Source: an optimization exercise on an open RTL-to-GDS flow (aim: small area). Production flows keep margins and buffers that such runs may drop.
No functional check of the RTL was part of any run shown here.
Power figures rest on the tool's default switching activity, not on a simulated workload.

File: flow/design.v
module rgb_to_ycbcr_444(
  input wire in_reset,
  input wire in_clock,
  input wire [7:0] in_r,
  input wire [7:0] in_g,
  input wire [7:0] in_b,
  output reg [7:0] out_y,
  output reg [7:0] out_cb,
  output reg [7:0] out_cr
  );
  wire n0 = in_g[0] & in_b[0];
  wire n1, n2;
  fa_cell u_n1 (.a(in_r[0]), .b(in_g[1]), .c(in_b[1]), .s(n1), .co(n2));
  wire n3 = n0 & n1;
  wire n4, n5;
  fa_cell u_n4 (.a(in_r[1]), .b(in_g[2]), .c(in_b[2]), .s(n4), .co(n5));
  wire n6 = (n2 & n4) | (n2 & n3) | (n4 & n3);
  wire n7, n8;
  fa_cell u_n7 (.a(in_r[2]), .b(in_g[3]), .c(in_b[3]), .s(n7), .co(n8));
  wire n9, n10;
  fa_cell u_n9 (.a(in_b[0]), .b(n5), .c(n7), .s(n9), .co(n10));
  wire n11 = n9 & n6;
  wire n12, n13;
  fa_cell u_n12 (.a(in_r[3]), .b(in_g[4]), .c(in_b[4]), .s(n12), .co(n13));
  wire n14, n15;
  fa_cell u_n14 (.a(in_b[1]), .b(in_b[0]), .c(n8), .s(n14), .co(n15));
  wire n16, n17;
  fa_cell u_n16 (.a(n12), .b(n10), .c(n14), .s(n16), .co(n17));
  wire n18 = n11 & n16;
  wire n19, n20;
  fa_cell u_n19 (.a(in_r[4]), .b(in_g[5]), .c(in_b[5]), .s(n19), .co(n20));
  wire n21, n22;
  fa_cell u_n21 (.a(in_b[2]), .b(in_b[1]), .c(n13), .s(n21), .co(n22));
  wire n23, n24;
  fa_cell u_n23 (.a(n19), .b(n15), .c(n21), .s(n23), .co(n24));
  wire n25 = (n17 & n23) | (n17 & n18) | (n23 & n18);
  wire n26, n27;
  fa_cell u_n26 (.a(in_r[5]), .b(in_r[0]), .c(in_g[6]), .s(n26), .co(n27));
  wire n28, n29;
  fa_cell u_n28 (.a(in_b[6]), .b(in_b[3]), .c(in_b[2]), .s(n28), .co(n29));
  wire n30, n31;
  fa_cell u_n30 (.a(n20), .b(n26), .c(n28), .s(n30), .co(n31));
  wire n32, n33;
  fa_cell u_n32 (.a(n22), .b(n30), .c(n24), .s(n32), .co(n33));
  wire n34 = n32 & n25;
  wire n35, n36;
  fa_cell u_n35 (.a(in_r[6]), .b(in_r[1]), .c(in_g[7]), .s(n35), .co(n36));
  wire n37, n38;
  fa_cell u_n37 (.a(in_g[0]), .b(in_b[7]), .c(in_b[4]), .s(n37), .co(n38));
  wire n39, n40;
  fa_cell u_n39 (.a(in_b[3]), .b(n27), .c(n29), .s(n39), .co(n40));
  wire n41, n42;
  fa_cell u_n41 (.a(n35), .b(n37), .c(n31), .s(n41), .co(n42));
  wire n43, n44;
  fa_cell u_n43 (.a(n39), .b(n41), .c(n33), .s(n43), .co(n44));
  wire n45 = n34 & n43;
  wire n46, n47;
  fa_cell u_n46 (.a(in_r[7]), .b(in_r[2]), .c(in_g[1]), .s(n46), .co(n47));
  wire n48, n49;
  fa_cell u_n48 (.a(in_b[5]), .b(in_b[4]), .c(n36), .s(n48), .co(n49));
  wire n50, n51;
  fa_cell u_n50 (.a(n38), .b(n46), .c(n40), .s(n50), .co(n51));
  wire n52, n53;
  fa_cell u_n52 (.a(n48), .b(n42), .c(n50), .s(n52), .co(n53));
  wire n54, n55;
  fa_cell u_n54 (.a(n52), .b(n44), .c(n45), .s(n54), .co(n55));
  wire n56, n57;
  fa_cell u_n56 (.a(in_r[3]), .b(in_g[2]), .c(in_b[6]), .s(n56), .co(n57));
  wire n58, n59;
  fa_cell u_n58 (.a(in_b[5]), .b(n47), .c(n56), .s(n58), .co(n59));
  wire n60, n61;
  fa_cell u_n60 (.a(n49), .b(n58), .c(n51), .s(n60), .co(n61));
  wire n62, n63;
  fa_cell u_n62 (.a(n53), .b(n60), .c(n55), .s(n62), .co(n63));
  wire n64, n65;
  fa_cell u_n64 (.a(in_r[4]), .b(in_g[3]), .c(in_b[7]), .s(n64), .co(n65));
  wire n66, n67;
  fa_cell u_n66 (.a(in_b[6]), .b(n57), .c(n64), .s(n66), .co(n67));
  wire n68, n69;
  fa_cell u_n68 (.a(n59), .b(n66), .c(n61), .s(n68), .co(n69));
  wire n70, n71;
  ha_cell u_n70 (.a(n68), .b(n63), .s(n70), .co(n71));
  wire n72, n73;
  fa_cell u_n72 (.a(in_r[5]), .b(in_g[4]), .c(in_b[7]), .s(n72), .co(n73));
  wire n74, n75;
  fa_cell u_n74 (.a(n65), .b(n72), .c(n67), .s(n74), .co(n75));
  wire n76, n77;
  fa_cell u_n76 (.a(n74), .b(n69), .c(n71), .s(n76), .co(n77));
  wire n78, n79;
  fa_cell u_n78 (.a(in_r[6]), .b(in_g[5]), .c(n73), .s(n78), .co(n79));
  wire n80, n81;
  fa_cell u_n80 (.a(n78), .b(n75), .c(n77), .s(n80), .co(n81));
  wire n82, n83;
  fa_cell u_n82 (.a(in_r[7]), .b(in_g[6]), .c(n79), .s(n82), .co(n83));
  wire n84 = n82 & n81;
  wire n85 = n82 | n81;
  wire n86;
  xor_cell u_n86 (.a(n82), .b(n81), .y(n86));
  wire n87 = in_g[7] & n83;
  wire n88 = in_g[7] | n83;
  wire n89;
  xor_cell u_n89 (.a(in_g[7]), .b(n83), .y(n89));
  wire n90 = n84 | (n85 & n80);
  wire n91 = n85 & 1'b1;
  wire n92 = 1'b0 | (1'b0 & n87);
  wire n93 = 1'b0 & n88;
  wire n94 = n87 | (n88 & n90);
  wire n95 = n88 & n91;
  wire n96 = n92 | (n93 & n90);
  wire n97 = n93 & n91;
  wire n98 = n80;
  wire n99;
  xnor_cell u_n99 (.a(n86), .b(n98), .y(n99));
  wire n100 = n90;
  wire n101;
  xnor_cell u_n101 (.a(n89), .b(n100), .y(n101));
  wire n102 = n94;
  wire n103;
  xor_cell u_n103 (.a(in_b[0]), .b(in_g[0]), .y(n103));
  wire n104 = ~in_b[0] & in_g[0];
  wire n105, n106;
  fa_cell u_n105 (.a(~in_b[1]), .b(in_g[1]), .c(n104), .s(n105), .co(n106));
  wire n107, n108;
  fa_cell u_n107 (.a(~in_b[2]), .b(in_g[2]), .c(n106), .s(n107), .co(n108));
  wire n109, n110;
  fa_cell u_n109 (.a(~in_b[3]), .b(in_g[3]), .c(n108), .s(n109), .co(n110));
  wire n111, n112;
  fa_cell u_n111 (.a(~in_b[4]), .b(in_g[4]), .c(n110), .s(n111), .co(n112));
  wire n113 = in_b[5] & ~in_g[5];
  wire n114 = in_b[5] | ~in_g[5];
  wire n115;
  xor_cell u_n115 (.a(in_b[5]), .b(in_g[5]), .y(n115));
  wire n116 = in_b[6] & ~in_g[6];
  wire n117 = in_b[6] | ~in_g[6];
  wire n118;
  xor_cell u_n118 (.a(in_b[6]), .b(in_g[6]), .y(n118));
  wire n119 = in_b[7] & ~in_g[7];
  wire n120 = in_b[7] | ~in_g[7];
  wire n121;
  xor_cell u_n121 (.a(in_b[7]), .b(in_g[7]), .y(n121));
  wire n122 = n113 | (n114 & ~n112);
  wire n123 = n116 | (n117 & n122);
  wire n124 = n117 & n114;
  wire n125 = n119 | (n120 & n123);
  wire n126 = n120 & n124;
  wire n127;
  xor_cell u_n127 (.a(n115), .b(n112), .y(n127));
  wire n128 = n122;
  wire n129;
  xor_cell u_n129 (.a(n118), .b(n128), .y(n129));
  wire n130 = n123;
  wire n131;
  xor_cell u_n131 (.a(n121), .b(n130), .y(n131));
  wire n132 = n125;
  wire n133;
  xor_cell u_n133 (.a(in_r[0]), .b(in_g[0]), .y(n133));
  wire n134 = ~in_r[0] & in_g[0];
  wire n135, n136;
  fa_cell u_n135 (.a(~in_r[1]), .b(in_g[1]), .c(n134), .s(n135), .co(n136));
  wire n137, n138;
  fa_cell u_n137 (.a(~in_r[2]), .b(in_g[2]), .c(n136), .s(n137), .co(n138));
  wire n139, n140;
  fa_cell u_n139 (.a(~in_r[3]), .b(in_g[3]), .c(n138), .s(n139), .co(n140));
  wire n141, n142;
  fa_cell u_n141 (.a(~in_r[4]), .b(in_g[4]), .c(n140), .s(n141), .co(n142));
  wire n143 = in_r[5] & ~in_g[5];
  wire n144 = in_r[5] | ~in_g[5];
  wire n145;
  xor_cell u_n145 (.a(in_r[5]), .b(in_g[5]), .y(n145));
  wire n146 = in_r[6] & ~in_g[6];
  wire n147 = in_r[6] | ~in_g[6];
  wire n148;
  xor_cell u_n148 (.a(in_r[6]), .b(in_g[6]), .y(n148));
  wire n149 = in_r[7] & ~in_g[7];
  wire n150 = in_r[7] | ~in_g[7];
  wire n151;
  xor_cell u_n151 (.a(in_r[7]), .b(in_g[7]), .y(n151));
  wire n152 = n143 | (n144 & ~n142);
  wire n153 = n146 | (n147 & n152);
  wire n154 = n147 & n144;
  wire n155 = n149 | (n150 & n153);
  wire n156 = n150 & n154;
  wire n157;
  xor_cell u_n157 (.a(n145), .b(n142), .y(n157));
  wire n158 = n152;
  wire n159;
  xor_cell u_n159 (.a(n148), .b(n158), .y(n159));
  wire n160 = n153;
  wire n161;
  xor_cell u_n161 (.a(n151), .b(n160), .y(n161));
  wire n162 = n155;
  wire n163, n164;
  ha_cell u_n163 (.a(n133), .b(n137), .s(n163), .co(n164));
  wire n165;
  xor_cell u_n165 (.a(n103), .b(n135), .y(n165));
  wire n166 = n103 & ~n135;
  wire n167, n168;
  fa_cell u_n167 (.a(~n165), .b(n164), .c(n139), .s(n167), .co(n168));
  wire n169, n170;
  ha_cell u_n169 (.a(n133), .b(n166), .s(n169), .co(n170));
  wire n171, n172;
  fa_cell u_n171 (.a(n105), .b(n137), .c(~n169), .s(n171), .co(n172));
  wire n173, n174;
  fa_cell u_n173 (.a(~n171), .b(n141), .c(n168), .s(n173), .co(n174));
  wire n175, n176;
  fa_cell u_n175 (.a(n135), .b(~n170), .c(n107), .s(n175), .co(n176));
  wire n177, n178;
  fa_cell u_n177 (.a(n139), .b(n172), .c(n175), .s(n177), .co(n178));
  wire n179, n180;
  fa_cell u_n179 (.a(n157), .b(n177), .c(~n174), .s(n179), .co(n180));
  wire n181, n182;
  fa_cell u_n181 (.a(n103), .b(n137), .c(n109), .s(n181), .co(n182));
  wire n183, n184;
  fa_cell u_n183 (.a(n176), .b(n141), .c(n178), .s(n183), .co(n184));
  wire n185, n186;
  fa_cell u_n185 (.a(n181), .b(~n159), .c(n183), .s(n185), .co(n186));
  wire n187, n188;
  fa_cell u_n187 (.a(~n105), .b(n139), .c(n111), .s(n187), .co(n188));
  wire n189, n190;
  fa_cell u_n189 (.a(n182), .b(~n157), .c(n184), .s(n189), .co(n190));
  wire n191, n192;
  fa_cell u_n191 (.a(n187), .b(~n161), .c(n186), .s(n191), .co(n192));
  wire n193, n194;
  ha_cell u_n193 (.a(n107), .b(n127), .s(n193), .co(n194));
  wire n195, n196;
  fa_cell u_n195 (.a(n141), .b(n159), .c(n188), .s(n195), .co(n196));
  wire n197, n198;
  fa_cell u_n197 (.a(~n193), .b(n162), .c(n190), .s(n197), .co(n198));
  wire n199, n200;
  fa_cell u_n199 (.a(n195), .b(n192), .c(n197), .s(n199), .co(n200));
  wire n201, n202;
  ha_cell u_n201 (.a(n109), .b(n157), .s(n201), .co(n202));
  wire n203, n204;
  fa_cell u_n203 (.a(n194), .b(~n129), .c(n201), .s(n203), .co(n204));
  wire n205, n206;
  fa_cell u_n205 (.a(n161), .b(n196), .c(~n203), .s(n205), .co(n206));
  wire n207, n208;
  ha_cell u_n207 (.a(n198), .b(n205), .s(n207), .co(n208));
  wire n209, n210;
  fa_cell u_n209 (.a(n111), .b(n202), .c(~n159), .s(n209), .co(n210));
  wire n211, n212;
  fa_cell u_n211 (.a(~n131), .b(n162), .c(n204), .s(n211), .co(n212));
  wire n213, n214;
  fa_cell u_n213 (.a(n209), .b(~n206), .c(n211), .s(n213), .co(n214));
  wire n215, n216;
  fa_cell u_n215 (.a(n127), .b(~n132), .c(n161), .s(n215), .co(n216));
  wire n217, n218;
  fa_cell u_n217 (.a(n210), .b(~n215), .c(n212), .s(n217), .co(n218));
  wire n219, n220;
  fa_cell u_n219 (.a(n129), .b(n162), .c(~n216), .s(n219), .co(n220));
  wire n221, n222;
  ha_cell u_n221 (.a(n131), .b(n220), .s(n221), .co(n222));
  wire n223;
  xor_cell u_n223 (.a(n132), .b(n222), .y(n223));
  wire n224 = n180 & n185;
  wire n225 = n180 | n185;
  wire n226 = n189 & n191;
  wire n227 = n189 | n191;
  wire n228;
  xor_cell u_n228 (.a(n189), .b(n191), .y(n228));
  wire n229 = n207 & n200;
  wire n230 = n207 | n200;
  wire n231;
  xor_cell u_n231 (.a(n207), .b(n200), .y(n231));
  wire n232 = n208 & ~n213;
  wire n233 = n208 | ~n213;
  wire n234;
  xor_cell u_n234 (.a(n208), .b(n213), .y(n234));
  wire n235 = ~n214 & ~n217;
  wire n236 = ~n214 | ~n217;
  wire n237;
  xor_cell u_n237 (.a(n214), .b(n217), .y(n237));
  wire n238 = ~n219 & ~n218;
  wire n239 = ~n219 | ~n218;
  wire n240;
  xor_cell u_n240 (.a(n219), .b(n218), .y(n240));
  wire n241 = 1'b0 | (~n163 & 1'b0);
  wire n242 = ~n163 & ~n135;
  wire n243 = 1'b0 | (~n173 & 1'b0);
  wire n244 = ~n173 & ~n167;
  wire n245 = n224 | (n225 & 1'b0);
  wire n246 = n225 & n179;
  wire n247 = 1'b0 | (n199 & n226);
  wire n248 = n199 & n227;
  wire n249 = n232 | (n233 & n229);
  wire n250 = n233 & n230;
  wire n251 = n238 | (n239 & n235);
  wire n252 = n239 & n236;
  wire n253 = 1'b0 | (n223 & 1'b0);
  wire n254 = n223 & ~n221;
  wire n255 = 1'b0 | (~n167 & n241);
  wire n256 = ~n167 & n242;
  wire n257 = n243 | (n244 & n241);
  wire n258 = n244 & n242;
  wire n259 = n226 | (n227 & n245);
  wire n260 = n227 & n246;
  wire n261 = n247 | (n248 & n245);
  wire n262 = n248 & n246;
  wire n263 = n235 | (n236 & n249);
  wire n264 = n236 & n250;
  wire n265 = n251 | (n252 & n249);
  wire n266 = n252 & n250;
  wire n267 = 1'b0 | (n179 & n257);
  wire n268 = n179 & n258;
  wire n269 = n245 | (n246 & n257);
  wire n270 = n246 & n258;
  wire n271 = n259 | (n260 & n257);
  wire n272 = n260 & n258;
  wire n273 = n261 | (n262 & n257);
  wire n274 = n262 & n258;
  wire n275 = 1'b0 | (~n221 & n265);
  wire n276 = ~n221 & n266;
  wire n277 = n253 | (n254 & n265);
  wire n278 = n254 & n266;
  wire n279 = n229 | (n230 & n273);
  wire n280 = n230 & n274;
  wire n281 = n249 | (n250 & n273);
  wire n282 = n250 & n274;
  wire n283 = n263 | (n264 & n273);
  wire n284 = n264 & n274;
  wire n285 = n265 | (n266 & n273);
  wire n286 = n266 & n274;
  wire n287 = n275 | (n276 & n273);
  wire n288 = n276 & n274;
  wire n289 = n277 | (n278 & n273);
  wire n290 = n278 & n274;
  wire n291 = n269;
  wire n292;
  xnor_cell u_n292 (.a(n228), .b(n291), .y(n292));
  wire n293 = n271;
  wire n294;
  xnor_cell u_n294 (.a(n199), .b(n293), .y(n294));
  wire n295 = n273;
  wire n296;
  xnor_cell u_n296 (.a(n231), .b(n295), .y(n296));
  wire n297 = n279;
  wire n298;
  xor_cell u_n298 (.a(n234), .b(n297), .y(n298));
  wire n299 = n281;
  wire n300;
  xnor_cell u_n300 (.a(n237), .b(n299), .y(n300));
  wire n301 = n283;
  wire n302;
  xnor_cell u_n302 (.a(n240), .b(n301), .y(n302));
  wire n303 = n285;
  wire n304;
  xor_cell u_n304 (.a(n221), .b(n303), .y(n304));
  wire n305 = n287;
  wire n306;
  xnor_cell u_n306 (.a(n223), .b(n305), .y(n306));
  wire n307;
  xor_cell u_n307 (.a(n133), .b(n103), .y(n307));
  wire n308 = n133 | n103;
  wire n309;
  xor_cell u_n309 (.a(n308), .b(n135), .y(n309));
  wire n310 = n308 & ~n135;
  wire n311, n312;
  ha_cell u_n311 (.a(n105), .b(n309), .s(n311), .co(n312));
  wire n313, n314;
  fa_cell u_n313 (.a(~n310), .b(n137), .c(n107), .s(n313), .co(n314));
  wire n315, n316;
  ha_cell u_n315 (.a(n312), .b(n313), .s(n315), .co(n316));
  wire n317, n318;
  fa_cell u_n317 (.a(n133), .b(n139), .c(n109), .s(n317), .co(n318));
  wire n319, n320;
  fa_cell u_n319 (.a(n314), .b(n316), .c(n317), .s(n319), .co(n320));
  wire n321, n322;
  fa_cell u_n321 (.a(~n135), .b(n141), .c(n111), .s(n321), .co(n322));
  wire n323, n324;
  fa_cell u_n323 (.a(n318), .b(n320), .c(n321), .s(n323), .co(n324));
  wire n325, n326;
  ha_cell u_n325 (.a(n137), .b(n157), .s(n325), .co(n326));
  wire n327, n328;
  fa_cell u_n327 (.a(n127), .b(~n322), .c(n325), .s(n327), .co(n328));
  wire n329, n330;
  fa_cell u_n329 (.a(n132), .b(~n324), .c(n327), .s(n329), .co(n330));
  wire n331, n332;
  ha_cell u_n331 (.a(n139), .b(n326), .s(n331), .co(n332));
  wire n333, n334;
  fa_cell u_n333 (.a(n159), .b(n129), .c(~n331), .s(n333), .co(n334));
  wire n335, n336;
  fa_cell u_n335 (.a(n328), .b(~n333), .c(n330), .s(n335), .co(n336));
  wire n337, n338;
  ha_cell u_n337 (.a(n141), .b(n332), .s(n337), .co(n338));
  wire n339, n340;
  fa_cell u_n339 (.a(n161), .b(n131), .c(~n337), .s(n339), .co(n340));
  wire n341, n342;
  ha_cell u_n341 (.a(n334), .b(n339), .s(n341), .co(n342));
  wire n343;
  xor_cell u_n343 (.a(n157), .b(n162), .y(n343));
  wire n344 = ~n157 & n162;
  wire n345, n346;
  fa_cell u_n345 (.a(n132), .b(n338), .c(~n343), .s(n345), .co(n346));
  wire n347, n348;
  fa_cell u_n347 (.a(n340), .b(~n345), .c(n342), .s(n347), .co(n348));
  wire n349, n350;
  fa_cell u_n349 (.a(n159), .b(n344), .c(n346), .s(n349), .co(n350));
  wire n351, n352;
  ha_cell u_n351 (.a(n161), .b(n350), .s(n351), .co(n352));
  wire n353;
  xor_cell u_n353 (.a(n162), .b(n352), .y(n353));
  wire n354 = n307 & n109;
  wire n355 = n307 | n109;
  wire n356 = n311 & n111;
  wire n357 = n311 | n111;
  wire n358 = n315 & ~n127;
  wire n359 = n315 | ~n127;
  wire n360 = n129 & n319;
  wire n361 = n129 | n319;
  wire n362 = n131 & n323;
  wire n363 = n131 | n323;
  wire n364;
  xor_cell u_n364 (.a(n131), .b(n323), .y(n364));
  wire n365 = n341 & ~n336;
  wire n366 = n341 | ~n336;
  wire n367;
  xor_cell u_n367 (.a(n341), .b(n336), .y(n367));
  wire n368 = ~n349 & n348;
  wire n369 = ~n349 | n348;
  wire n370;
  xor_cell u_n370 (.a(n349), .b(n348), .y(n370));
  wire n371 = ~n103 | (1'b1 & 1'b0);
  wire n372 = 1'b1 & 1'b0;
  wire n373 = 1'b0 | (n107 & 1'b0);
  wire n374 = n107 & n105;
  wire n375 = n356 | (n357 & n354);
  wire n376 = n357 & n355;
  wire n377 = n360 | (n361 & n358);
  wire n378 = n361 & n359;
  wire n379 = 1'b0 | (~n329 & n362);
  wire n380 = ~n329 & n363;
  wire n381 = n365 | (n366 & 1'b0);
  wire n382 = n366 & ~n335;
  wire n383 = n368 | (n369 & 1'b0);
  wire n384 = n369 & n347;
  wire n385 = 1'b0 | (n353 & 1'b0);
  wire n386 = n353 & ~n351;
  wire n387 = 1'b0 | (n105 & n371);
  wire n388 = n105 & n372;
  wire n389 = n373 | (n374 & n371);
  wire n390 = n374 & n372;
  wire n391 = n358 | (n359 & n375);
  wire n392 = n359 & n376;
  wire n393 = n377 | (n378 & n375);
  wire n394 = n378 & n376;
  wire n395 = 1'b0 | (~n335 & n379);
  wire n396 = ~n335 & n380;
  wire n397 = n381 | (n382 & n379);
  wire n398 = n382 & n380;
  wire n399 = 1'b0 | (~n351 & n383);
  wire n400 = ~n351 & n384;
  wire n401 = n385 | (n386 & n383);
  wire n402 = n386 & n384;
  wire n403 = n354 | (n355 & n389);
  wire n404 = n355 & n390;
  wire n405 = n375 | (n376 & n389);
  wire n406 = n376 & n390;
  wire n407 = n391 | (n392 & n389);
  wire n408 = n392 & n390;
  wire n409 = n393 | (n394 & n389);
  wire n410 = n394 & n390;
  wire n411 = 1'b0 | (n347 & n397);
  wire n412 = n347 & n398;
  wire n413 = n383 | (n384 & n397);
  wire n414 = n384 & n398;
  wire n415 = n399 | (n400 & n397);
  wire n416 = n400 & n398;
  wire n417 = n401 | (n402 & n397);
  wire n418 = n402 & n398;
  wire n419 = n362 | (n363 & n409);
  wire n420 = n363 & n410;
  wire n421 = n379 | (n380 & n409);
  wire n422 = n380 & n410;
  wire n423 = n395 | (n396 & n409);
  wire n424 = n396 & n410;
  wire n425 = n397 | (n398 & n409);
  wire n426 = n398 & n410;
  wire n427 = n411 | (n412 & n409);
  wire n428 = n412 & n410;
  wire n429 = n413 | (n414 & n409);
  wire n430 = n414 & n410;
  wire n431 = n415 | (n416 & n409);
  wire n432 = n416 & n410;
  wire n433 = n417 | (n418 & n409);
  wire n434 = n418 & n410;
  wire n435 = n409;
  wire n436;
  xnor_cell u_n436 (.a(n364), .b(n435), .y(n436));
  wire n437 = n419;
  wire n438;
  xor_cell u_n438 (.a(n329), .b(n437), .y(n438));
  wire n439 = n421;
  wire n440;
  xor_cell u_n440 (.a(n335), .b(n439), .y(n440));
  wire n441 = n423;
  wire n442;
  xor_cell u_n442 (.a(n367), .b(n441), .y(n442));
  wire n443 = n425;
  wire n444;
  xnor_cell u_n444 (.a(n347), .b(n443), .y(n444));
  wire n445 = n427;
  wire n446;
  xor_cell u_n446 (.a(n370), .b(n445), .y(n446));
  wire n447 = n429;
  wire n448;
  xor_cell u_n448 (.a(n351), .b(n447), .y(n448));
  wire n449 = n431;
  wire n450;
  xnor_cell u_n450 (.a(n353), .b(n449), .y(n450));
  wire [7:0] y_d = {n102, ~n101, ~n99, ~n80, n76, n70, n62, n54};
  wire [7:0] cb_d = {~n306, ~n304, ~n302, ~n300, ~n298, ~n296, ~n294, ~n292};
  wire [7:0] cr_d = {~n450, ~n448, ~n446, ~n444, ~n442, ~n440, ~n438, ~n436};
  always @(posedge in_clock) begin
    if (in_reset) begin
      out_y <= 8'd0;
      out_cb <= 8'd0;
      out_cr <= 8'd0;
    end else begin
      out_y <= y_d;
      out_cb <= cb_d;
      out_cr <= cr_d;
    end
  end
endmodule
module fa_cell(input wire a, input wire b, input wire c, output wire s, output wire co);
  assign s = a ^ b ^ c;
  assign co = (a & b) | (a & c) | (b & c);
endmodule
module ha_cell(input wire a, input wire b, output wire s, output wire co);
  assign s = a ^ b;
  assign co = a & b;
endmodule
module xnor_cell(input wire a, input wire b, output wire y);
  assign y = ~(a ^ b);
endmodule
module xor_cell(input wire a, input wire b, output wire y);
  assign y = a ^ b;
endmodule
File: flow/flow/run.sh
#!/bin/bash
export BUFFER_PORTS_ARGS="-buffer_cell sky130_fd_sc_hd__buf_1"
export CTS_ARGS="-sink_clustering_enable -repair_clock_nets -dont_use_dummy_load -buf_list {sky130_fd_sc_hd__clkbuf_4 sky130_fd_sc_hd__clkbuf_8}"
bash standard.sh > standard.log 2>&1
File: flow/standard.sh
#!/bin/bash
# synth_recipe.tcl (not shown) runs the flow's synth.tcl, then flattens the netlist and writes it again
# the make line also repeats each setting of config.mk as NAME=value (left out here)
make -C /OpenROAD-flow-scripts/flow DESIGN_CONFIG=/design/flow/config.mk WORK_HOME=/design/flow/orfs CLKGATE_MAP_FILE= SYNTH_SCRIPT=/design/flow/synth_recipe.tcl "${@:-finish}"
File: flow/config.mk
export PLATFORM = sky130hd
export DESIGN_NAME = rgb_to_ycbcr_444
export DESIGN_NICKNAME = rgb_to_ycbcr_444
export VERILOG_FILES = /design/flow/design.v
export SDC_FILE = /design/flow/constraint.sdc
export NUM_CORES = 4
export LEC_CHECK = 0
export CAP_MARGIN = 20
export CORE_MARGIN = 2
export CORE_UTILIZATION = 60
export CTS_BUF_LIST = sky130_fd_sc_hd__clkbuf_4 sky130_fd_sc_hd__clkbuf_8
export GPL_TIMING_DRIVEN = 0
export SLEW_MARGIN = 20
export SYNTH_HIERARCHICAL = 1
export SYNTH_MINIMUM_KEEP_SIZE = 0
File: flow/constraint.sdc
create_clock -name core_clock -period 6.0 [get_ports {in_clock}]
set_input_delay 1.2000 -clock core_clock [delete_from_list [all_inputs] [get_ports {in_clock}]]
set_output_delay 1.2000 -clock core_clock [all_outputs]
set_load 0.01 [all_outputs]
==> summary.txt, run 1 <==
Global routing
  • Number of global-route vias before repair: 2547
  • Grt total ovfl: 0
  • Global-route wire length before repair: 12000 µm
  • Largest net degree at the start of global routing: 15
  • GRT Resource Usage Total: 24.9%
  • Initial antenna violation count: 0

Worst setup path
  • CP Capture Type: flop
  • Arrival time worst endpoint: 6.01 ns
  • Startpoint class of the critical path: primary input
  • Highest net fanout along the worst path: 6
  • Worst Setup Path Type: in -> reg
  • CP required: 6.15 ns

Worst hold path
  • HP Class: in -> reg

Routing
  • DRC: 0
  • Detail Route Antenna Nets: 0
  • Via Count: 2385
  • Routed len/inst: 15.7 µm
  • Vias/cell: 5.13
  • DRT Wirelength: 7310 µm
  • DR iter-0 viols: 108
  • DR pass1 iterations: 4

Placed design
  • PortBufs: 49
  • Global placement routability congestion: 0.876
  • Dpl hpwl: 5400 µm
  • Placed Instances: 427

Power and ir drop
  • Sw frac: 46.7%
  • Clock share of power: 4.0%
  • Reg power frac: 10.2%
  • Leak: 0.00187 µW
  • Pwr Density: 583 nW/µm²
  • Int Pwr: 1320 µW
  • Maximum VDD drop: 0.000514 V
  • P_sw: 1160 µW
  • Combinational power share: 85.8%

Cells and area
  • Finished Layout Cells: 465
  • Most frequent cells in the layout: fa_1 (66), inv_1 (42), buf_1 (39)
  • Commonest non-fill, non-tap cell in the layout: fa_1
  • Ratio of cells with drive above 1 in the final layout: 23.4%
  • Fill cells: 372
  • Area grow syn2layout: 24.1%
  • Util after Layout: 77.3%
  • Diodes inserted: 0
  • Nets: 516

Die
  • Core footprint: 5510 µm²
  • IO Count: 50
  • Die Y: 79.6 µm
  • Initial core utilization: 62.3%
  • Row cnt: 27
  • DIE WIDTH: 79.6 µm
  • Die ar.: 6330 µm²

Timing
  • Setup tns final: 0 ns
  • RSZ-0062 raised after global routing: true
  • Worst-margin pin slew: 0.580 ns
  • Endpoints failing hold: 0
  • Tmin final: 5.86 ns
  • Slew Viols, Final: 0
  • Max-slew headroom: 61.2%
  • Number of setup violations in the final report: 0
  • F_max: 171 MHz
  • Crit share post-route: 97.7%

Run status
  • Outcome: timing/DRC/antenna clean

Synthesis
  • Most used flip-flop cell after synthesis: dfxtp_1
  • Net count after synthesis: 427
  • Register area share after synthesis: 14.0%
  • Mapped Area: 3430 µm²
  • Fraction of registers with async set/reset: 0%
  • EDFF count, synth: 0
  • Post-Syn Instances: 306
  • Average size of a mapped cell: 11.2 µm²
  • Yosys warns: 7
  • Number of synthesized register bits: 24
  • Synth cell types: 32

Clocking
  • Worst-path clk slew: 0.09 ns
  • Root buffer cell: clkbuf_8
  • CTS tree: yes
  • Clock sinks: 24
  • CTS Buffer Depth: 2
  • H-tree depth: 1
  • Number of CTS-inserted buffers: 3

Flow run
  • Max_cap viols: 0
[Yosys cell counts, types with 2 or more instances]
library cell	instances	area (µm²)
fa_1	81	1620
inv_1	45	169
xor2_1	37	324
dfxtp_1	24	480
nor2_1	22	82.6
ha_1	14	175
nor2b_1	12	75.1
xnor2_1	11	96.3
nand2_1	9	33.8
a21oi_1	6	30.0
maj3_1	5	50.1
maj3_2	5	56.3
and3_1	4	25.0
o21ai_0	4	20.0
or2_2	3	18.8
a211o_1	2	17.5
a21o_1	2	15.0
and2_1	2	12.5
clkbuf_1	2	7.51
o211ai_1	2	15.0
o22ai_1	2	12.5
o31ai_1	2	15.0
[per-module statistics from Yosys, one instance, submodules excluded]
module / area [µm²] / flops+latches / copies in the design
fa_cell: 20.0 / 0 / 81
xnor_cell: 8.76 / 0 / 11
rgb_to_ycbcr_444: 1210 / 24 / 1
xor_cell: 8.76 / 0 / 37
ha_cell: 12.5 / 0 / 14
[path summary, 6_finish.rpt]
check,from,end,cells past startpoint
max,in_g[0],out_cb[5],19
min,in_reset,out_y[1],2
[sequential cells by signal, summed over array words and instances, names as in the netlist]
signal / flops
out_cb: 8
out_cr: 8
out_y: 8
[cells by family after synthesis]
group	count (synthesis)	synth area share, %
XOR/XNOR	48	12.3
adder cells (fa/ha/maj)	105	55.5
AO/OA/AOI/OAI	26	5.07
flip-flops	24	14.0
AND/OR/NAND/NOR	56	7.99
buffers and inverters	47	5.15
[power by group through the flow]
| stage | Sequential, µW | Clock, µW | Combinational [µW] |
|---|---|---|---|
| finish | 254 | 98.0 | 2130 |
| global route | 260 | 108 | 2400 |
| CTS | 255 | 102 | 1860 |
| detailed placement | 258 | 0 | 1770 |
| global placement | 257 | 0 | 1740 |
| floorplan | 294 | 0 | 1420 |
[worst max-delay path, cell delays in order]
cell	delay, ns
buf_12	0.11
nor2b_4	0.12
fa_2	0.39
fa_2	0.40
fa_2	0.40
fa_2	0.45
inv_2	0.07
maj3_2	0.25
maj3_2	0.27
maj3_4	0.24
buf_4	0.12
fa_1	0.43
fa_1	0.53
inv_1	0.07
o21ai_0	0.28
a21oi_4	0.08
or2_2	0.33
xnor2_1	0.19
nor2_1	0.07
[cell type report]
class / instances / area, µm² / share of cell area, %
Multi-Input combinational cell: 235 / 2990 / 70.2
Sequential cell: 24 / 480 / 11.3
Timing Repair Buffer: 84 / 479 / 11.3
Inverter: 45 / 169 / 3.97
Tap cell: 72 / 90.1 / 2.12
Clock buffer: 3 / 41.3 / 0.971
Buffer: 2 / 7.51 / 0.176
[per-stage QoR]
stage	total power, µW	area, µm²	worst slack (ns)	hold slack [ns]
after floorplan	1710	3450	0.0258	1.27
after global placement	2000	3720	-0.670	1.52
after detailed placement	2030	3720	-0.682	1.53
after CTS	2220	3920	0.00662	1.26
after global routing	2770	4250	-0.0667	1.31
final	2480	4250	0.138	1.25
[timing repair]
action,in CTS,in global routing
setup buffers,8,27
hold buffers,0,0
resized for setup,27,34
hold endpoints to repair,0,0
gates cloned,0,0
endpoints found under the setup margin,9,8
pin swaps,8,26
[per-layer routing]
layer | track usage (%) | part of all wire, %
met3 | 2.94 | 3.1
met2 | 42.4 | 52
met4 | 3.79 | 0.63
met1 | 35.4 | 44
met5 | 0 | 0
==> run 2, diff against run 1 <==
--- a/flow/design.v
+++ b/flow/design.v
@@ -192,60 +192,62 @@
   wire n163, n164;
-  ha_cell u_n163 (.a(n133), .b(n137), .s(n163), .co(n164));
-  wire n165;
-  xor_cell u_n165 (.a(n103), .b(n135), .y(n165));
-  wire n166 = n103 & ~n135;
-  wire n167, n168;
-  fa_cell u_n167 (.a(~n165), .b(n164), .c(n139), .s(n167), .co(n168));
+  fa_cell u_n163 (.a(n133), .b(n133), .c(~n135), .s(n163), .co(n164));
+  wire n165, n166;
+  fa_cell u_n165 (.a(n135), .b(n137), .c(~n164), .s(n165), .co(n166));
+  wire n167;
+  xor_cell u_n167 (.a(n103), .b(n137), .y(n167));
+  wire n168 = n103 & ~n137;
   wire n169, n170;
-  ha_cell u_n169 (.a(n133), .b(n166), .s(n169), .co(n170));
-  wire n171, n172;
-  fa_cell u_n171 (.a(n105), .b(n137), .c(~n169), .s(n171), .co(n172));
+  fa_cell u_n169 (.a(n167), .b(n139), .c(n166), .s(n169), .co(n170));
+  wire n171;
+  xor_cell u_n171 (.a(n133), .b(n105), .y(n171));
+  wire n172 = n133 & ~n105;
   wire n173, n174;
-  fa_cell u_n173 (.a(~n171), .b(n141), .c(n168), .s(n173), .co(n174));
+  fa_cell u_n173 (.a(n171), .b(~n168), .c(n139), .s(n173), .co(n174));
   wire n175, n176;
-  fa_cell u_n175 (.a(n135), .b(~n170), .c(n107), .s(n175), .co(n176));
+  fa_cell u_n175 (.a(n141), .b(n170), .c(n173), .s(n175), .co(n176));
   wire n177, n178;
-  fa_cell u_n177 (.a(n139), .b(n172), .c(n175), .s(n177), .co(n178));
+  fa_cell u_n177 (.a(n135), .b(~n172), .c(n107), .s(n177), .co(n178));
   wire n179, n180;
-  fa_cell u_n179 (.a(n157), .b(n177), .c(~n174), .s(n179), .co(n180));
+  fa_cell u_n179 (.a(n177), .b(n141), .c(n174), .s(n179), .co(n180));
   wire n181, n182;
-  fa_cell u_n181 (.a(n103), .b(n137), .c(n109), .s(n181), .co(n182));
+  fa_cell u_n181 (.a(~n157), .b(n176), .c(n179), .s(n181), .co(n182));
   wire n183, n184;
-  fa_cell u_n183 (.a(n176), .b(n141), .c(n178), .s(n183), .co(n184));
+  fa_cell u_n183 (.a(n103), .b(n137), .c(n109), .s(n183), .co(n184));
   wire n185, n186;
-  fa_cell u_n185 (.a(n181), .b(~n159), .c(n183), .s(n185), .co(n186));
+  fa_cell u_n185 (.a(n178), .b(n183), .c(~n157), .s(n185), .co(n186));
   wire n187, n188;
-  fa_cell u_n187 (.a(~n105), .b(n139), .c(n111), .s(n187), .co(n188));
+  fa_cell u_n187 (.a(n159), .b(n180), .c(n185), .s(n187), .co(n188));
   wire n189, n190;
-  fa_cell u_n189 (.a(n182), .b(~n157), .c(n184), .s(n189), .co(n190));
+  fa_cell u_n189 (.a(~n105), .b(n139), .c(n111), .s(n189), .co(n190));
   wire n191, n192;
-  fa_cell u_n191 (.a(n187), .b(~n161), .c(n186), .s(n191), .co(n192));
+  fa_cell u_n191 (.a(n184), .b(n159), .c(n189), .s(n191), .co(n192));
   wire n193, n194;
-  ha_cell u_n193 (.a(n107), .b(n127), .s(n193), .co(n194));
+  fa_cell u_n193 (.a(n186), .b(n161), .c(n191), .s(n193), .co(n194));
   wire n195, n196;
-  fa_cell u_n195 (.a(n141), .b(n159), .c(n188), .s(n195), .co(n196));
+  ha_cell u_n195 (.a(n107), .b(n127), .s(n195), .co(n196));
   wire n197, n198;
-  fa_cell u_n197 (.a(~n193), .b(n162), .c(n190), .s(n197), .co(n198));
+  fa_cell u_n197 (.a(n141), .b(n190), .c(~n195), .s(n197), .co(n198));
   wire n199, n200;
-  fa_cell u_n199 (.a(n195), .b(n192), .c(n197), .s(n199), .co(n200));
+  fa_cell u_n199 (.a(~n162), .b(n161), .c(n192), .s(n199), .co(n200));
   wire n201, n202;
-  ha_cell u_n201 (.a(n109), .b(n157), .s(n201), .co(n202));
+  fa_cell u_n201 (.a(n197), .b(n194), .c(n199), .s(n201), .co(n202));
   wire n203, n204;
-  fa_cell u_n203 (.a(n194), .b(~n129), .c(n201), .s(n203), .co(n204));
+  fa_cell u_n203 (.a(n109), .b(n157), .c(n196), .s(n203), .co(n204));
   wire n205, n206;
-  fa_cell u_n205 (.a(n161), .b(n196), .c(~n203), .s(n205), .co(n206));
+  fa_cell u_n205 (.a(n129), .b(~n162), .c(n198), .s(n205), .co(n206));
   wire n207, n208;
-  ha_cell u_n207 (.a(n198), .b(n205), .s(n207), .co(n208));
-  wire n209, n210;
-  fa_cell u_n209 (.a(n111), .b(n202), .c(~n159), .s(n209), .co(n210));
+  fa_cell u_n207 (.a(~n203), .b(n200), .c(n205), .s(n207), .co(n208));
+  wire n209;
+  xor_cell u_n209 (.a(n111), .b(n159), .y(n209));
+  wire n210 = n111 & ~n159;
   wire n211, n212;
-  fa_cell u_n211 (.a(~n131), .b(n162), .c(n204), .s(n211), .co(n212));
+  fa_cell u_n211 (.a(n131), .b(n209), .c(~n204), .s(n211), .co(n212));
   wire n213, n214;
-  fa_cell u_n213 (.a(n209), .b(~n206), .c(n211), .s(n213), .co(n214));
+  ha_cell u_n213 (.a(n206), .b(n211), .s(n213), .co(n214));
   wire n215, n216;
-  fa_cell u_n215 (.a(n127), .b(~n132), .c(n161), .s(n215), .co(n216));
+  fa_cell u_n215 (.a(~n127), .b(n210), .c(n132), .s(n215), .co(n216));
   wire n217, n218;
-  fa_cell u_n217 (.a(n210), .b(~n215), .c(n212), .s(n217), .co(n218));
+  fa_cell u_n217 (.a(n161), .b(n212), .c(~n215), .s(n217), .co(n218));
   wire n219, n220;
-  fa_cell u_n219 (.a(n129), .b(n162), .c(~n216), .s(n219), .co(n220));
+  fa_cell u_n219 (.a(n129), .b(n162), .c(n216), .s(n219), .co(n220));
   wire n221, n222;
@@ -254,32 +256,32 @@
   xor_cell u_n223 (.a(n132), .b(n222), .y(n223));
-  wire n224 = n180 & n185;
-  wire n225 = n180 | n185;
-  wire n226 = n189 & n191;
-  wire n227 = n189 | n191;
+  wire n224 = n182 & n187;
+  wire n225 = n182 | n187;
+  wire n226 = n188 & n193;
+  wire n227 = n188 | n193;
   wire n228;
-  xor_cell u_n228 (.a(n189), .b(n191), .y(n228));
-  wire n229 = n207 & n200;
-  wire n230 = n207 | n200;
+  xor_cell u_n228 (.a(n188), .b(n193), .y(n228));
+  wire n229 = n202 & n207;
+  wire n230 = n202 | n207;
   wire n231;
-  xor_cell u_n231 (.a(n207), .b(n200), .y(n231));
-  wire n232 = n208 & ~n213;
-  wire n233 = n208 | ~n213;
+  xor_cell u_n231 (.a(n202), .b(n207), .y(n231));
+  wire n232 = n213 & n208;
+  wire n233 = n213 | n208;
   wire n234;
-  xor_cell u_n234 (.a(n208), .b(n213), .y(n234));
-  wire n235 = ~n214 & ~n217;
-  wire n236 = ~n214 | ~n217;
+  xor_cell u_n234 (.a(n213), .b(n208), .y(n234));
+  wire n235 = n214 & n217;
+  wire n236 = n214 | n217;
   wire n237;
   xor_cell u_n237 (.a(n214), .b(n217), .y(n237));
-  wire n238 = ~n219 & ~n218;
-  wire n239 = ~n219 | ~n218;
+  wire n238 = n218 & ~n219;
+  wire n239 = n218 | ~n219;
   wire n240;
-  xor_cell u_n240 (.a(n219), .b(n218), .y(n240));
-  wire n241 = 1'b0 | (~n163 & 1'b0);
-  wire n242 = ~n163 & ~n135;
-  wire n243 = 1'b0 | (~n173 & 1'b0);
-  wire n244 = ~n173 & ~n167;
+  xor_cell u_n240 (.a(n218), .b(n219), .y(n240));
+  wire n241 = 1'b0 | (n165 & ~n163);
+  wire n242 = n165 & 1'b1;
+  wire n243 = 1'b0 | (n175 & 1'b0);
+  wire n244 = n175 & n169;
   wire n245 = n224 | (n225 & 1'b0);
-  wire n246 = n225 & n179;
-  wire n247 = 1'b0 | (n199 & n226);
-  wire n248 = n199 & n227;
+  wire n246 = n225 & n181;
+  wire n247 = 1'b0 | (n201 & n226);
+  wire n248 = n201 & n227;
   wire n249 = n232 | (n233 & n229);
@@ -290,4 +292,4 @@
   wire n254 = n223 & ~n221;
-  wire n255 = 1'b0 | (~n167 & n241);
-  wire n256 = ~n167 & n242;
+  wire n255 = 1'b0 | (n169 & n241);
+  wire n256 = n169 & n242;
   wire n257 = n243 | (n244 & n241);
@@ -302,4 +304,4 @@
   wire n266 = n252 & n250;
-  wire n267 = 1'b0 | (n179 & n257);
-  wire n268 = n179 & n258;
+  wire n267 = 1'b0 | (n181 & n257);
+  wire n268 = n181 & n258;
   wire n269 = n245 | (n246 & n257);
@@ -331,3 +333,3 @@
   wire n294;
-  xnor_cell u_n294 (.a(n199), .b(n293), .y(n294));
+  xnor_cell u_n294 (.a(n201), .b(n293), .y(n294));
   wire n295 = n273;
@@ -337,3 +339,3 @@
   wire n298;
-  xor_cell u_n298 (.a(n234), .b(n297), .y(n298));
+  xnor_cell u_n298 (.a(n234), .b(n297), .y(n298));
   wire n299 = n281;
@@ -343,3 +345,3 @@
   wire n302;
-  xnor_cell u_n302 (.a(n240), .b(n301), .y(n302));
+  xor_cell u_n302 (.a(n240), .b(n301), .y(n302));
   wire n303 = n285;
==> run 2 against run 1 <==
  * Still clean
  * Utilization decreased by 5.5 points
  * Die area decreased by 0.35%
  * First-iteration DRC count decreased by 30%
  * Sequential power about the same
  * Setup slack improved by 0.022 ns
  * Synthesized area decreased by 0.36%
  * Clock-buffer cell count unchanged
  * Clock power decreased by 2.7%
  * Combinational power decreased by about 10%
  * Via count decreased by 5.5%
  * Total power decreased by 8.9%
  * Synthesized cell count decreased by 1.6%
  * Critical path type unchanged
  * Largest power group unchanged
  * Highest routed layer unchanged
==> summary.txt, run 2 <==
Clocking
  • Clock sinks: 24
  • CTS tree: yes
  • Hold_buf cts: 0
  • H-tree depth: 1
  • Root buffer cell: clkbuf_8
  • CTS Buffer Depth: 2
  • Worst-path clk slew: 0.09 ns
  • Number of CTS-inserted buffers: 3

Global routing
  • Number of global-route vias before repair: 2606
  • Global-route wire length before repair: 12100 µm
  • Largest net degree at the start of global routing: 15
  • GRT Resource Usage Total: 25.4%
  • GRT met2 Usage: 46.3%
  • Met1 usage: 32.9%
  • Initial antenna violation count: 0
  • Global route hottest layer: met2
  • Grt total ovfl: 0
  • GRT met3 Usage: 3.39%

Routing
  • Via Count: 2253
  • Routed len/inst: 15.6 µm
  • DRT Wirelength: 6740 µm
  • Vias/cell: 5.23
  • DR pass1 iterations: 4
  • DRC: 0
  • DR iter-0 viols: 76
  • Detail Route Antenna Nets: 0

Power and ir drop
  • Pwr Density: 572 nW/µm²
  • Total power: 2260 µW
  • Maximum VDD drop: 0.000439 V
  • Leak: 0.00165 µW

Synthesis
  • Average size of a mapped cell: 11.3 µm²
  • Number of synthesized register bits: 24
  • Post-Syn Instances: 301
  • Top post-synthesis cells by area: fa_1 (48%), dfxtp_1 (14%), xor2_1 (10%), inv_1 (4.2%), ha_1 (4.0%)
  • Post-synth top area share: 48.1%
  • Yosys top cell by area: fa_1
  • Register area share after synthesis: 14.1%
  • Post-synth top cells: fa_1 (82), xor2_1 (39), inv_1 (38), nor2_1 (25), dfxtp_1 (24)
  • Most used flip-flop cell after synthesis: dfxtp_1
  • EDFF count, synth: 0
  • Fraction of registers with async set/reset: 0%
  • Most common cell in the synthesized netlist: fa_1
  • Yosys warns: 7
  • Mapped Area: 3420 µm²
  • Synth cell types: 35
  • Net count after synthesis: 420

Cells and area
  • Fill cells: 443
  • Nets: 480
  • Biggest regs: out_cb: 8 flops, out_cr: 8 flops, out_y: 8 flops
  • Diodes inserted: 0
  • Commonest non-fill, non-tap cell in the layout: fa_1
  • Area grow syn2layout: 15.7%
  • Ratio of cells with drive above 1 in the final layout: 15.0%
  • Post-route cell area: 3950 µm²
  • Most frequent cells in the layout: fa_1 (71), buf_1 (41), inv_1 (37)

Die
  • DIE WIDTH: 79.5 µm
  • Die ar.: 6310 µm²
  • Initial core utilization: 62.0%
  • IO Count: 50
  • Die Y: 79.5 µm
  • Row cnt: 27
  • Core footprint: 5510 µm²

Timing
  • Slew Viols, Final: 0
  • RSZ-0062 raised after global routing: false
  • Endpoints failing hold: 0
  • Tmin final: 5.84 ns
  • Max-slew headroom: 48.0%
  • Worst-margin pin slew: 0.778 ns
  • Hold Slack: 1.24 ns
  • Number of setup violations in the final report: 0
  • F_max: 171 MHz
  • Crit share post-route: 97.3%

Worst setup path
  • Most frequent CP cell: fa_1
  • CP Capture Type: flop
  • Arrival time worst endpoint: 5.99 ns
  • Worst Setup Path Type: in -> reg
  • Slowest-stage cell, CP: fa_1
  • Setup crit start: in_r[3]
  • Delay-heaviest family, CP: adder cells
  • Startpoint class of the critical path: primary input
  • Highest net fanout along the worst path: 3
  • CP required: 6.15 ns
  • Crit-path cells: buf_1 > fa_1 > fa_1 > fa_1 > fa_1 > fa_1 > and3_1 > fa_1 > fa_1 > ha_1 > fa_2 > fa_2 > maj3_2 > xnor2_1 > nor2_1
  • Slowest Stage Delay on Critical Path: 0.46 ns
  • Crit path buffers/inverters: 1

Worst hold path
  • HP Class: in -> reg
  • HP Start: in_reset

Placed design
  • PortBufs: 49
  • Dpl hpwl: 5690 µm
  • Global placement routability congestion: 0.885
  • Placement Cell Area: 3700 µm²

Flow run
  • Max_cap viols: 0

Run status
  • Outcome: timing/DRC/antenna clean
-- run 2: cell types whose count changed in the layout (fill, tap and decap cells not counted), moves of 3 or more --
cell and delta:
fa_2 -4, nand2b_1 +3, fa_1 +5, nand2_1 +4, buf_4 -30, inv_1 -5
a21oi_1 -3, and3_1 -3, inv_2 -3
-- run 2: layer usage --
| metal | wire (µm) | vias up |
|---|---|---|
| met5 | 0 | - |
| met4 | 57 | 0 |
| met3 | 297 | 4 |
| met2 | 3640 | 44 |
| met1 | 2750 | 1154 |
| li1 | - | 1051 |
-- run 2: where the power goes --
part,total [µW],switching [µW],internal [µW]
Clock,95.4,50.5,44.9
Combinational,1910,986,922
Sequential,256,15.5,240
Total,2260,1050,1210
-- run 2: kinds of logic (layout without fill, tap and decap cells) --
| family | Yosys count | in the layout | synth area share, % |
|---|---|---|---|
| adders and majority gates | 103 | 103 | 55.1 |
| DFF | 24 | 24 | 14.1 |
| buffers and inverters | 40 | 98 | 4.40 |
| AOI/OAI and AO/OA | 26 | 26 | 5.68 |
| and+or+nand+nor | 58 | 58 | 7.91 |
| xor gates and xnor gates | 50 | 50 | 12.8 |
-- run 2: final timing paths --
| path | endpoint | slack [ns] | cells after the start |
|---|---|---|---|
| setup / recovery | out_y[6] | 0.16 | 15 |
| hold / removal | out_y[1] | 1.24 | 2 |
-- run 2: cell type report --
cell class | count | area [µm²] | area share [%]
clock buffers | 3 | 41.3 | 1.04
plain buffers | 2 | 7.51 | 0.190
repair buffers | 55 | 241 | 6.11
multi-input cells | 237 | 2950 | 74.5
well taps | 72 | 90.1 | 2.28
inverters | 38 | 145 | 3.67
flip-flops and latches | 24 | 480 | 12.2
-- run 2: stage by stage --
| stage | TNS (ns) | cells | utilization (%) | setup WS [ns] |
|---|---|---|---|---|
| 2_1_floorplan | 0 | 301 | - | 0.0408 |
| 3_3_place_gp | -5.20 | 422 | 67.1 | -0.582 |
| 3_5_place_dp | -5.49 | 422 | 67.1 | -0.605 |
| 4_1_cts | 0 | 428 | 70.0 | 0.000359 |
| 5_1_grt | 0 | 431 | 71.8 | 0.00297 |
| 6_report | 0 | 431 | 71.8 | 0.160 |
-- run 2: modules after synthesis (local to each module, per instance) --
module,cells,flip-flops and latches,area (µm²)
rgb_to_ycbcr_444,158,24,1200
fa_cell,1,0,20.0
ha_cell,1,0,12.5
xor_cell,1,0,8.76
xnor_cell,1,0,8.76
-- run 2: what timing repair did --
item	4_1_cts	5_1_grt
resized for setup	23	23
setup endpoints to repair	11	10
pin swaps	4	12
setup buffers	3	3
hold endpoints to repair	0	0
==> run 3, diff against run 2 <==
--- a/flow/design.v
+++ b/flow/design.v
@@ -403,113 +403,101 @@
   xor_cell u_n353 (.a(n162), .b(n352), .y(n353));
-  wire n354 = n307 & n109;
-  wire n355 = n307 | n109;
-  wire n356 = n311 & n111;
-  wire n357 = n311 | n111;
-  wire n358 = n315 & ~n127;
-  wire n359 = n315 | ~n127;
-  wire n360 = n129 & n319;
-  wire n361 = n129 | n319;
-  wire n362 = n131 & n323;
-  wire n363 = n131 | n323;
-  wire n364;
-  xor_cell u_n364 (.a(n131), .b(n323), .y(n364));
-  wire n365 = n341 & ~n336;
-  wire n366 = n341 | ~n336;
-  wire n367;
-  xor_cell u_n367 (.a(n341), .b(n336), .y(n367));
-  wire n368 = ~n349 & n348;
-  wire n369 = ~n349 | n348;
-  wire n370;
-  xor_cell u_n370 (.a(n349), .b(n348), .y(n370));
-  wire n371 = ~n103 | (1'b1 & 1'b0);
-  wire n372 = 1'b1 & 1'b0;
-  wire n373 = 1'b0 | (n107 & 1'b0);
-  wire n374 = n107 & n105;
-  wire n375 = n356 | (n357 & n354);
-  wire n376 = n357 & n355;
-  wire n377 = n360 | (n361 & n358);
-  wire n378 = n361 & n359;
-  wire n379 = 1'b0 | (~n329 & n362);
-  wire n380 = ~n329 & n363;
-  wire n381 = n365 | (n366 & 1'b0);
-  wire n382 = n366 & ~n335;
-  wire n383 = n368 | (n369 & 1'b0);
-  wire n384 = n369 & n347;
+  wire n354 = ~n103 & n105;
+  wire n355 = ~n103 | n105;
+  wire n356 = n307 & n109;
+  wire n357 = n307 | n109;
+  wire n358 = n311 & n111;
+  wire n359 = n311 | n111;
+  wire n360 = n315 & ~n127;
+  wire n361 = n315 | ~n127;
+  wire n362 = n129 & n319;
+  wire n363 = n129 | n319;
+  wire n364 = n131 & n323;
+  wire n365 = n131 | n323;
+  wire n366;
+  xor_cell u_n366 (.a(n131), .b(n323), .y(n366));
+  wire n367 = n341 & ~n336;
+  wire n368 = n341 | ~n336;
+  wire n369;
+  xor_cell u_n369 (.a(n341), .b(n336), .y(n369));
+  wire n370 = ~n349 & n348;
+  wire n371 = ~n349 | n348;
+  wire n372;
+  xor_cell u_n372 (.a(n349), .b(n348), .y(n372));
+  wire n373 = 1'b0 | (n107 & n354);
+  wire n374 = n107 & n355;
+  wire n375 = n358 | (n359 & n356);
+  wire n376 = n359 & n357;
+  wire n377 = n362 | (n363 & n360);
+  wire n378 = n363 & n361;
+  wire n379 = 1'b0 | (~n329 & n364);
+  wire n380 = ~n329 & n365;
+  wire n381 = n367 | (n368 & 1'b0);
+  wire n382 = n368 & ~n335;
+  wire n383 = n370 | (n371 & 1'b0);
+  wire n384 = n371 & n347;
   wire n385 = 1'b0 | (n353 & 1'b0);
   wire n386 = n353 & ~n351;
-  wire n387 = 1'b0 | (n105 & n371);
-  wire n388 = n105 & n372;
-  wire n389 = n373 | (n374 & n371);
-  wire n390 = n374 & n372;
-  wire n391 = n358 | (n359 & n375);
-  wire n392 = n359 & n376;
-  wire n393 = n377 | (n378 & n375);
-  wire n394 = n378 & n376;
-  wire n395 = 1'b0 | (~n335 & n379);
-  wire n396 = ~n335 & n380;
-  wire n397 = n381 | (n382 & n379);
-  wire n398 = n382 & n380;
-  wire n399 = 1'b0 | (~n351 & n383);
-  wire n400 = ~n351 & n384;
-  wire n401 = n385 | (n386 & n383);
-  wire n402 = n386 & n384;
-  wire n403 = n354 | (n355 & n389);
-  wire n404 = n355 & n390;
-  wire n405 = n375 | (n376 & n389);
-  wire n406 = n376 & n390;
-  wire n407 = n391 | (n392 & n389);
-  wire n408 = n392 & n390;
-  wire n409 = n393 | (n394 & n389);
-  wire n410 = n394 & n390;
-  wire n411 = 1'b0 | (n347 & n397);
-  wire n412 = n347 & n398;
-  wire n413 = n383 | (n384 & n397);
-  wire n414 = n384 & n398;
-  wire n415 = n399 | (n400 & n397);
-  wire n416 = n400 & n398;
-  wire n417 = n401 | (n402 & n397);
-  wire n418 = n402 & n398;
-  wire n419 = n362 | (n363 & n409);
-  wire n420 = n363 & n410;
-  wire n421 = n379 | (n380 & n409);
-  wire n422 = n380 & n410;
-  wire n423 = n395 | (n396 & n409);
-  wire n424 = n396 & n410;
-  wire n425 = n397 | (n398 & n409);
-  wire n426 = n398 & n410;
-  wire n427 = n411 | (n412 & n409);
-  wire n428 = n412 & n410;
-  wire n429 = n413 | (n414 & n409);
-  wire n430 = n414 & n410;
-  wire n431 = n415 | (n416 & n409);
-  wire n432 = n416 & n410;
-  wire n433 = n417 | (n418 & n409);
-  wire n434 = n418 & n410;
-  wire n435 = n409;
+  wire n387 = n356 | (n357 & n373);
+  wire n388 = n357 & n374;
+  wire n389 = n375 | (n376 & n373);
+  wire n390 = n376 & n374;
+  wire n391 = n364 | (n365 & n377);
+  wire n392 = n365 & n378;
+  wire n393 = n379 | (n380 & n377);
+  wire n394 = n380 & n378;
+  wire n395 = 1'b0 | (n347 & n381);
+  wire n396 = n347 & n382;
+  wire n397 = n383 | (n384 & n381);
+  wire n398 = n384 & n382;
+  wire n399 = n360 | (n361 & n389);
+  wire n400 = n361 & n390;
+  wire n401 = n377 | (n378 & n389);
+  wire n402 = n378 & n390;
+  wire n403 = n391 | (n392 & n389);
+  wire n404 = n392 & n390;
+  wire n405 = n393 | (n394 & n389);
+  wire n406 = n394 & n390;
+  wire n407 = 1'b0 | (~n351 & n397);
+  wire n408 = ~n351 & n398;
+  wire n409 = n385 | (n386 & n397);
+  wire n410 = n386 & n398;
+  wire n411 = 1'b0 | (~n335 & n405);
+  wire n412 = ~n335 & n406;
+  wire n413 = n381 | (n382 & n405);
+  wire n414 = n382 & n406;
+  wire n415 = n395 | (n396 & n405);
+  wire n416 = n396 & n406;
+  wire n417 = n397 | (n398 & n405);
+  wire n418 = n398 & n406;
+  wire n419 = n407 | (n408 & n405);
+  wire n420 = n408 & n406;
+  wire n421 = n409 | (n410 & n405);
+  wire n422 = n410 & n406;
+  wire n423 = n401;
+  wire n424;
+  xnor_cell u_n424 (.a(n366), .b(n423), .y(n424));
+  wire n425 = n403;
+  wire n426;
+  xor_cell u_n426 (.a(n329), .b(n425), .y(n426));
+  wire n427 = n405;
+  wire n428;
+  xor_cell u_n428 (.a(n335), .b(n427), .y(n428));
+  wire n429 = n411;
+  wire n430;
+  xor_cell u_n430 (.a(n369), .b(n429), .y(n430));
+  wire n431 = n413;
+  wire n432;
+  xnor_cell u_n432 (.a(n347), .b(n431), .y(n432));
+  wire n433 = n415;
+  wire n434;
+  xor_cell u_n434 (.a(n372), .b(n433), .y(n434));
+  wire n435 = n417;
   wire n436;
-  xnor_cell u_n436 (.a(n364), .b(n435), .y(n436));
+  xor_cell u_n436 (.a(n351), .b(n435), .y(n436));
   wire n437 = n419;
   wire n438;
-  xor_cell u_n438 (.a(n329), .b(n437), .y(n438));
-  wire n439 = n421;
-  wire n440;
-  xor_cell u_n440 (.a(n335), .b(n439), .y(n440));
-  wire n441 = n423;
-  wire n442;
-  xor_cell u_n442 (.a(n367), .b(n441), .y(n442));
-  wire n443 = n425;
-  wire n444;
-  xnor_cell u_n444 (.a(n347), .b(n443), .y(n444));
-  wire n445 = n427;
-  wire n446;
-  xor_cell u_n446 (.a(n370), .b(n445), .y(n446));
-  wire n447 = n429;
-  wire n448;
-  xor_cell u_n448 (.a(n351), .b(n447), .y(n448));
-  wire n449 = n431;
-  wire n450;
-  xnor_cell u_n450 (.a(n353), .b(n449), .y(n450));
+  xnor_cell u_n438 (.a(n353), .b(n437), .y(n438));
   wire [7:0] y_d = {n102, ~n101, ~n99, ~n80, n76, n70, n62, n54};
   wire [7:0] cb_d = {~n306, ~n304, ~n302, ~n300, ~n298, ~n296, ~n294, ~n292};
-  wire [7:0] cr_d = {~n450, ~n448, ~n446, ~n444, ~n442, ~n440, ~n438, ~n436};
+  wire [7:0] cr_d = {~n438, ~n436, ~n434, ~n432, ~n430, ~n428, ~n426, ~n424};
   always @(posedge in_clock) begin
==> run 3 against run 2 <==
  * Still clean
  * Combinational power grew 4%
  * Total power increased by 3.7%
  * Synthesized area grew 0.70%
  * Critical path depth up 7
  * Final area grew 4.7%
  * Non-clock buffer count increased by 14
  * Flip-flop and latch count stayed put
==> summary.txt, run 3 <==
Worst setup path
  • Worst Setup Path Type: in -> reg
  • Crit-path cells: buf_12 > nor2b_4 > fa_2 > fa_2 > fa_2 > fa_2 > inv_2 > maj3_2 > nor2_2 > o21a_1 > maj3_2 > inv_4 > xor2_1 > inv_1 > fa_1 > inv_2 > fa_2 > o211a_1 > nand4_1 > a31oi_1 > xnor2_1 > nor2_1
  • Startpoint class of the critical path: primary input
  • Most frequent CP cell: fa_2
  • CP Capture Type: flop
  • Highest net fanout along the worst path: 4
  • Crit path buffers/inverters: 5
  • Delay-heaviest family, CP: adder cells
  • CP required: 6.15 ns
  • Slowest-stage cell, CP: fa_2
  • Slowest Stage Delay on Critical Path: 0.56 ns
  • Arrival time worst endpoint: 6.01 ns
  • Worst path depth: 22

Timing
  • Tmin final: 5.86 ns
  • Number of setup violations in the final report: 0
  • RSZ-0062 raised after global routing: true
  • Max-slew headroom: 46.8%
  • Crit share post-route: 97.7%
  • Worst-margin pin slew: 0.795 ns
  • Setup tns final: 0 ns
  • Endpoints failing hold: 0
  • Slew Viols, Final: 0
  • F_max: 171 MHz

Global routing
  • Initial antenna violation count: 0
  • Largest net degree at the start of global routing: 13
  • Grt total ovfl: 0
  • Number of global-route vias before repair: 2492
  • Global-route wire length before repair: 11300 µm
  • GRT Resource Usage Total: 23.8%

Cells and area
  • Ratio of cells with drive above 1 in the final layout: 21.0%
  • Diodes inserted: 0
  • Util after Layout: 75.2%
  • Multi-input logic area: 3030 µm²
  • Area grow syn2layout: 20.4%
  • Most frequent cells in the layout: fa_1 (67), buf_1 (38), xor2_1 (33)
  • Reg area: 480 µm²
  • Nets: 498
  • Fill cells: 401
  • Finished Layout Cells: 449
  • Commonest non-fill, non-tap cell in the layout: fa_1
  • Biggest regs: out_cb: 8 flops, out_cr: 8 flops, out_y: 8 flops

Clocking
  • H-tree depth: 1
  • Clock sinks: 24
  • Number of CTS-inserted buffers: 3
  • Root buffer cell: clkbuf_8
  • Worst-path clk slew: 0.09 ns
  • CTS Buffer Depth: 2
  • CTS tree: yes

Die
  • Core footprint: 5510 µm²
  • Die ar.: 6350 µm²
  • DIE WIDTH: 79.7 µm
  • Initial core utilization: 62.5%
  • Row cnt: 27
  • Die Y: 79.7 µm
  • IO Count: 50

Synthesis
  • Yosys warns: 7
  • Average size of a mapped cell: 11.3 µm²
  • Fraction of registers with async set/reset: 0%
  • Post-synth top area share: 47.7%
  • Most used flip-flop cell after synthesis: dfxtp_1
  • Net count after synthesis: 424
  • Post-Syn Instances: 305
  • Most common cell in the synthesized netlist: fa_1
  • Post-synth top cells: fa_1 (82), xor2_1 (39), inv_1 (33), nor2_1 (30), dfxtp_1 (24)
  • Synth cell types: 37
  • Top post-synthesis cells by area: fa_1 (48%), dfxtp_1 (14%), xor2_1 (9.9%), ha_1 (4.0%), inv_1 (3.6%)
  • EDFF count, synth: 0
  • Number of synthesized register bits: 24
  • Yosys top cell by area: fa_1
  • Mapped Area: 3440 µm²
  • Register area share after synthesis: 14.0%

Placed design
  • Dpl hpwl: 5510 µm
  • PortBufs: 49
  • Global placement routability congestion: 0.874
  • Placed Instances: 426

Routing
  • Routed len/inst: 15.0 µm
  • Vias/cell: 5.22
  • Via Count: 2344
  • DRC: 0
  • DR pass1 iterations: 6
  • DRT Wirelength: 6730 µm
  • Detail Route Antenna Nets: 0
  • DR iter-0 viols: 78

Worst hold path
  • Worst hold path cell count: 2
  • HP Class: in -> reg

Flow run
  • Max_cap viols: 0

Power and ir drop
  • Total power: 2340 µW
  • Leak: 0.00176 µW
  • Maximum VDD drop: 0.000415 V
  • Pwr Density: 566 nW/µm²

Run status
  • Outcome: timing/DRC/antenna clean
-- run 3: changes by cell type after synthesis, moves of 2 or more --
cell / delta
nand4_1: +2
nor2b_1: -3
nand3_1: +2
o22ai_1: -2
o21ai_0: -3
a41oi_1: -2
inv_1: -5
nor2_1: +5
o211ai_1: -2
and3_1: +3
a21oi_1: +6
-- run 3: area by class of cell --
class / instances / share of cell area (%)
multi-input cells: 246 / 73.1
flip-flops and latches: 24 / 11.6
repair buffers: 69 / 8.92
inverters: 33 / 3.05
well taps: 72 / 2.18
clock buffers: 3 / 0.997
plain buffers: 2 / 0.181
-- run 3: routing by layer --
metal  global-route usage, %  part of all wire [%]  up-vias
li1                        -                     -     1101
met1                    30.5                    42     1180
met2                    43.4                    54       55
met3                    3.05                   3.3        8
met4                    5.00                  0.92        0
met5                       0                     0        -
-- run 3: cells by family after synthesis --
logic type               count (synthesis)  synth area share, %
XOR/XNOR                                50                 12.7
AO/OA/AOI/OAI                           22                 4.87
adder cells (fa/ha/maj)                103                 54.7
flip-flops                              24                 14.0
buffers and inverters                   35                 3.82
AND/OR/NAND/NOR                         71                 9.89
-- run 3: metrics by stage --
stage               worst slack, ns  hold slack [ns]  area, µm²
floorplan                   0.00566             1.27       3470
CTS                          0.0112             1.24       3940
finish                        0.140             1.24       4140
detailed placement           -0.760             1.53       3750
global route                -0.0362             1.25       4140
global placement             -0.753             1.51       3750
-- run 3: power by group --
| group | switching (µW) | internal, µW | leakage, µW |
|---|---|---|---|
| combinational | 1010 | 982 | 0.00154 |
| clock | 52.4 | 45.0 | 0.0000216 |
| sequential | 14.5 | 240 | 0.000200 |
-- run 3: worst paths after layout --
path	startpoint	end	slack, ns
hold / removal	in_reset	out_y[2]	1.24
setup / recovery	in_g[0]	out_cr[7]	0.14
-- run 3: modules after synthesis, one instance, submodules excluded --
module,area [µm²],copies in the design,flip-flops and latches,cells inside
ha_cell,12.5,11,0,1
fa_cell,20.0,82,0,1
xor_cell,8.76,39,0,1
xnor_cell,8.76,11,0,1
rgb_to_ycbcr_444,1220,1,24,162
-- run 3: timing repair --
item / CTS / global route
resized for setup: 30 / 31
buffers inserted: 5 / 15
pin swaps: 11 / 26
hold buffers: 0 / 0
endpoints found under the setup margin: 10 / 7

==> afterwards: timing with drivers on the ports <==
No port has a modelled driver above. Below, the same layouts with a new extraction and two added sets of constraints. Step 1, drivers: a clkbuf_16 drives in_clock and a buf_2 each remaining input, both assumed. Step 2, shift: input delay + t, output delay - t, t = (earliest + latest rising clock arrival at the registers) / 2. This alone moves slack from input paths to output paths. a / b / c = no drivers / after step 1 / after step 2; a / b = the first two.
run | t (ns) | setup slack, ns | worst hold slack (ns) | worst setup path at the end | worst slew at a driven data input, ns
run 1 | 0.293 | 0.138 / 0.112 / -0.181 | 1.253 / 1.245 / 1.538 | input to register | 0.07
run 2 | 0.292 | 0.160 / 0.166 / -0.126 | 1.241 / 1.230 / 1.522 | input to register | 0.04
run 3 | 0.299 | 0.140 / 0.124 / -0.175 | 1.236 / 1.224 / 1.523 | input to register | 0.06
Met with ideal ports but missed after step 2: setup timing in every run listed. For run 1, which loses most, drivers alone change the setup slack by -0.026 ns; drivers and shift together by -0.319 ns.
